Source: an optimization exercise on an open RTL-to-GDS flow (aim: small area). Production flows keep margins and buffers that such runs may drop. RTL that was checked went through simulation tests only; none was proved equivalent to the original. The clock port is modelled as an ideal driver; clocking choices that lean on that would not hold on a real chip. Power is estimated from default activity; no workload was simulated.

## job 5468
## basys3
module basys3(
    input clk,
    input rst,
    input [15:0] sw,
    input btn0,
    output [15:0] led,
    output [0:6] seg,
    output [3:0] digit,
    output sound,
    output [0:6] seg2,
    output seg2_sel
    );
    wire       press;
    wire [3:0] key;
    wire       w_display;
    wire       w_blink;
    wire [2:0] level;
    wire [2:0] level_next;
    wire [2:0] high;
    wire       judged;
    wire       miss;
    wire       next_level = judged & ~miss;
    wire       reset_game = judged & miss;
    reg start_seq;
    always @(posedge clk)
        start_seq <= rst | judged;
    inputs inputs_(
        .clk (clk),
        .rst (rst),
        .sw (sw),
        .press (press),
        .key (key)
    );
    clock clock_(
        .clk (clk),
        .rst (rst),
        .reset (reset_game),
        .clk_display (w_display),
        .clk_blink (w_blink)
    );
    seq_gen seq_gen_(
        .clk (clk),
  ...
==> module seq_table_lit, before the edit <==
module seq_table_lit(
    input [2:0] lvl,
    input [2:0] idx,
    output [3:0] step
    );
    assign step[0] = (idx[0] & ~lvl[0] & ~lvl[2]) | (~idx[0] & lvl[0] & ~lvl[1] & lvl[2]) | (idx[0] & idx[1] & ~idx[2] & lvl[0] & lvl[2]) | (~idx[0] & idx[1] & idx[2] & lvl[0]) | (~idx[1] & ~idx[2] & ~lvl[0] & ~lvl[1]) | (~idx[0] & ~idx[2] & ~lvl[0] & lvl[1] & lvl[2]) | (idx[0] & ~idx[1] & idx[2] & ~lvl[0] & lvl[1]);
    assign step[1] = (idx[0] & ~idx[1] & ~idx[2] & lvl[0]) | (~idx[1] & idx[2] & lvl[1] & lvl[2]) | (~idx[0] & idx[1] & ~lvl[2]) | (~idx[1] & ~idx[2] & ~lvl[0] & lvl[2]) | (idx[1] & ~lvl[0] & ~lvl[2]) | (~idx[0] & idx[2] & ~lvl[0] & lvl[1]) | (~idx[0] & idx[1] & ~lvl[0] & ~lvl[1]) | (~idx[0] & ~idx[1] & lvl[0] & ~lvl[1]) | (idx[0] & ~idx[2] & lvl[0] & lvl[1] & lvl[2]);
    assign step[2] = (idx[0] & lvl[0] & lvl[1]) | (~lvl[0] & lvl[1] & ~lvl[2]) | (~idx[1] & ~lvl[0] & ~lvl[1] & lvl[2]) | (idx[0] & idx[2] & ~lvl[1]) | (idx[1] & ~idx[2] & lvl[0] & lvl[1] & lvl[2]);
    assign step[3] = (~idx[0] & ~idx[1]) | (idx[0] & idx[2] & ~lvl[0]) | (~idx[0] & lvl[0] & ~lvl[2]) | (idx[0] & ~idx[2] & lvl[0] & ~lvl[1] & lvl[2]) | (~lvl[0] & ~lvl[1] & ~lvl[2]) | (~idx[1] & idx[2] & lvl[1]) | (idx[0] & idx[1] & ~lvl[0] & ~lvl[2]) | (~idx[0] & idx[2] & lvl[0] & lvl[1]) | (~idx[0] & ~idx[2] & ~lvl[0] & lvl[1] & lvl[2]);
endmodule
==> module seq_gen, before the edit <==
module seq_gen(
    input clk,
    input rst,
    input clk_blink,
    input reset,
    input start_seq,
    input [2:0] level,
    output [15:0] led
    );
    localparam [3:0] IDLE = 4'b1100;
    reg [3:0] index;
    reg [2:0] level_lit;
    wire playing_seq = (index != IDLE);
    wire lit = playing_seq && (index != 0);
    wire [3:0] num;
    wire done = index[3] |
                (index[2] & ~level[2]) |
                (~(index[2] ^ level[2]) & ((index[1] & ~level[1]) |
                                           (~(index[1] ^ level[1]) & index[0] & ~level[0])));
    wire [3:0] index_inc = {index[3] ^ (index[2] & index[1] & index[0]),
                            index[2] ^ (index[1] & index[0]),
                            index[1] ^ index[0],
                            ~index[0]};
    seq_table_lit table_(
        .lvl (level_lit),
        .idx (index[2:0]),
        .step (num)
    );
    always @(posedge clk) begin
        if (rst) begin
            index <= IDLE;
        end
        else if (reset) begin
            if (playing_seq)
                index <= 0;
        end
        else if (start_seq) begin
            if (!playing_seq)
                index <= 0;
        end
        else if (clk_blink && playing_seq) begin
            if (done) begin
                index <= IDLE;
            end
            else begin
                level_lit <= level;
                index <= index_inc;
            end
        end
    end
    assign led = lit ? 16'd1 << num : 16'd0;
endmodule
clock: 10.0 ns
lec_check: 0
cap_margin: 20
core_margin: 2
core_utilization: 40
slew_margin: 20
standard.sh (not shown) runs the stock make flow with config.mk's settings and CLKGATE_MAP_FILE= SYNTH_SCRIPT=/design/flow/synth_recipe.tcl, a recipe that flattens the netlist after the stock synthesis.
==> flow/flow/run.sh <==
#!/bin/bash
# The standard layout (standard.sh), with three changes made through the
# ORFS hooks it reads from the environment:
#  - port buffers are the smallest buffer, buf_1, instead of the one
#    buffer_ports picks by itself;
#  - the clock tree is built of clkbuf_4 without dummy loads;
#  - after clock tree synthesis, flow/post_cts.tcl upsizes the few tree
#    buffers whose flip-flops would see a slow clock edge.
# standard.sh writes each tool's log under orfs/logs; its own output goes to
# standard_flow.log.
set -euo pipefail
export BUFFER_PORTS_ARGS="-buffer_cell sky130_fd_sc_hd__buf_1"
export CTS_ARGS="-sink_clustering_enable -repair_clock_nets -dont_use_dummy_load -buf_list sky130_fd_sc_hd__clkbuf_4 -sink_clustering_size 20"
export POST_CTS_TCL="$(pwd)/flow/post_cts.tcl"
bash standard.sh > standard_flow.log 2>&1
==> flow/flow/post_cts.tcl <==
estimate_parasitics -placement
set upsized 0
foreach inst [get_cells *] {
  if {[get_property $inst ref_name] ne "sky130_fd_sc_hd__clkbuf_4"} { continue }
  set out [get_pins -of_objects $inst -filter "direction == output"]
  set net [get_nets -of_objects $out]
  set sinks [get_pins -of_objects $net -filter "direction == input"]
  # only buffers that drive flip-flops
  set ffs 0
  foreach p $sinks { if {[get_property $p name] eq "CLK"} { incr ffs } }
  if {$ffs == 0} { continue }
  set worst 0.0
  foreach p $sinks {
    foreach prop {slew_max_rise slew_max_fall} {
      set s [get_property $p $prop]
      if {[string is double -strict $s] && $s > $worst} { set worst $s }
    }
  }
  if {$worst > 0.09} {
    puts "upsizing [get_property $inst name]: [llength $sinks] sinks, slew $worst"
    replace_cell $inst [get_lib_cells sky130_fd_sc_hd__clkbuf_8]
    incr upsized
  }
}
puts "upsized $upsized clock buffers"
if {$upsized > 0} {
  detailed_placement
  estimate_parasitics -placement
}
The following lists how job 6307 was set up differently from job 5468:
-- flow/design.v --
<<< job 5468, line 119
    assign step[3] = (idx[0] & idx[1]) | (~idx[0] & idx[2] & ~lvl[0]) | (idx[0] & lvl[0] & ~lvl[2]) | (~idx[1] & idx[2] & lvl[0] & lvl[1]) | (~idx[0] & ~idx[2] & lvl[0] & ~lvl[1] & lvl[2]) | (~lvl[0] & ~lvl[1] & ~lvl[2]) | (idx[1] & ~lvl[0] & ~lvl[2]) | (idx[0] & ~idx[2] & ~lvl[0] & lvl[1] & lvl[2]);
endmodule
module seq_table_lit(
    input [2:0] lvl,
    input [2:0] idx,
    output [3:0] step
    );
    assign step[0] = (idx[0] & ~lvl[0] & ~lvl[2]) | (~idx[0] & lvl[0] & ~lvl[1] & lvl[2]) | (idx[0] & idx[1] & ~idx[2] & lvl[0] & lvl[2]) | (~idx[0] & idx[1] & idx[2] & lvl[0]) | (~idx[1] & ~idx[2] & ~lvl[0] & ~lvl[1]) | (~idx[0] & ~idx[2] & ~lvl[0] & lvl[1] & lvl[2]) | (idx[0] & ~idx[1] & idx[2] & ~lvl[0] & lvl[1]);
    assign step[1] = (idx[0] & ~idx[1] & ~idx[2] & lvl[0]) | (~idx[1] & idx[2] & lvl[1] & lvl[2]) | (~idx[0] & idx[1] & ~lvl[2]) | (~idx[1] & ~idx[2] & ~lvl[0] & lvl[2]) | (idx[1] & ~lvl[0] & ~lvl[2]) | (~idx[0] & idx[2] & ~lvl[0] & lvl[1]) | (~idx[0] & idx[1] & ~lvl[0] & ~lvl[1]) | (~idx[0] & ~idx[1] & lvl[0] & ~lvl[1]) | (idx[0] & ~idx[2] & lvl[0] & lvl[1] & lvl[2]);
    assign step[2] = (idx[0] & lvl[0] & lvl[1]) | (~lvl[0] & lvl[1] & ~lvl[2]) | (~idx[1] & ~lvl[0] & ~lvl[1] & lvl[2]) | (idx[0] & idx[2] & ~lvl[1]) | (idx[1] & ~idx[2] & lvl[0] & lvl[1] & lvl[2]);
    assign step[3] = (~idx[0] & ~idx[1]) | (idx[0] & idx[2] & ~lvl[0]) | (~idx[0] & lvl[0] & ~lvl[2]) | (idx[0] & ~idx[2] & lvl[0] & ~lvl[1] & lvl[2]) | (~lvl[0] & ~lvl[1] & ~lvl[2]) | (~idx[1] & idx[2] & lvl[1]) | (idx[0] & idx[1] & ~lvl[0] & ~lvl[2]) | (~idx[0] & idx[2] & lvl[0] & lvl[1]) | (~idx[0] & ~idx[2] & ~lvl[0] & lvl[1] & lvl[2]);
endmodule
module seq_gen(
    input clk,
>>> job 6307, line 119
    assign step[3] = (idx[0] & idx[1]) | (~idx[0] & idx[2] & ~lvl[0]) | (idx[0] & lvl[0] & ~lvl[2]) | (~idx[1] & idx[2] & lvl[0] & lvl[1]) | (~idx[0] & ~idx[2] & lvl[0] & ~lvl[1] & lvl[2]) | (~lvl[0] & ~lvl[1] & ~lvl[2]) | (idx[1] & ~lvl[0] & ~lvl[2]) | (idx[0] & ~idx[2] & ~lvl[0] & lvl[1] & lvl[2]);
endmodule
module seq_gen(
    input clk,
<<< job 5468, line 138
    output [15:0] led
    );
    localparam [3:0] IDLE = 4'b1100;
    reg [3:0] index;
    reg [2:0] level_lit;
    wire playing_seq = (index != IDLE);
    wire lit = playing_seq && (index != 0);
    wire [3:0] num;
    wire done = index[3] |
                (index[2] & ~level[2]) |
>>> job 6307, line 128
    output [15:0] led
    );
    reg [3:0] index;   
    reg [3:0] num;
    reg playing_seq;
    wire [3:0] step;
    wire done = index[3] |
                (index[2] & ~level[2]) |
<<< job 5468, line 152
                            index[1] ^ index[0],
                            ~index[0]};
    seq_table_lit table_(
        .lvl (level_lit),
        .idx (index[2:0]),
        .step (num)
    );
    always @(posedge clk) begin
        if (rst) begin
            index <= IDLE;
        end
        else if (reset) begin
            if (playing_seq)
                index <= 0;
        end
        else if (start_seq) begin
            if (!playing_seq)
                index <= 0;
        end
        else if (clk_blink && playing_seq) begin
            if (done) begin
                index <= IDLE;
            end
            else begin
                level_lit <= level;
                index <= index_inc;
            end
        end
    end
    assign led = lit ? 16'd1 << num : 16'd0;
endmodule
module player_seq(
>>> job 6307, line 140
                            index[1] ^ index[0],
                            ~index[0]};
    seq_table table_(
        .lvl (level),
        .idx (index[2:0]),
        .step (step)
    );
    always @(posedge clk) begin
        if (rst) begin
            index <= 0;
            playing_seq <= 0;
        end
        else if (reset) begin
            index <= 0;
        end
        else if (start_seq) begin
            playing_seq <= 1;
        end
        else if (clk_blink && playing_seq) begin
            if (done) begin
                playing_seq <= 0;
                index <= 0;
            end
            else begin
                num <= step;
                index <= index_inc;
            end
        end
    end
    assign led = {15'd0, |index} << num;
endmodule
module player_seq(
### Flow results
The count of multi-input combinational gates number comes out lower for job 5468 vs job 6307.
Job 5468 → job 6307: final critical-path required period decreased by 0.19 ns relative to the old numbers, portion of total power attributed to combinational logic decreased by 1.0 points relative to the old numbers.
Compared to job 5468, the number of flip-flops in job 6307 is higher.
Routed wire in job 6307 totals more than in job 5468.
Job 6307 vs. job 5468: sequential power share rose 1.1 points; detailed-router iteration count before antenna repair climbed 1; core utilization now sits higher.
Diff job 5468 -> job 6307: post-synthesis average cell area held; net load switching power moved down; total design power now smaller.
Register-to-register setup slack in job 6307 vs job 5468: down 0.45 ns
Synthesized flop and latch total: job 6307 > job 5468
Job 6307 vs job 5468: critical path depth down
Function not checked in job 6307: the RTL went through the layout flow alone.

-- separate check: timing with driven ports --
The results above use ideal ports. As a check the final layouts listed here were re-extracted and re-timed, cells and wires unchanged.
Step 1, drivers: a clkbuf_16 drives clk and a buf_2 each remaining input, both assumed.
Step 2, shift: input delay + t, output delay - t, t = (earliest + latest rising clock arrival at the registers) / 2. This alone moves slack from input paths to output paths.
Slacks: ideal ports / drivers / drivers and shift; pairs: ideal ports / drivers.
run	shift t [ns]	setup slack, ns	hold WS [ns]
job 5468	0.528	5.145 / 5.113 / 5.642	0.315 / 0.315 / 0.315
job 6307	0.567	5.332 / 5.301 / 5.868	0.317 / 0.317 / 0.317
After both steps every run listed still meets setup and hold.
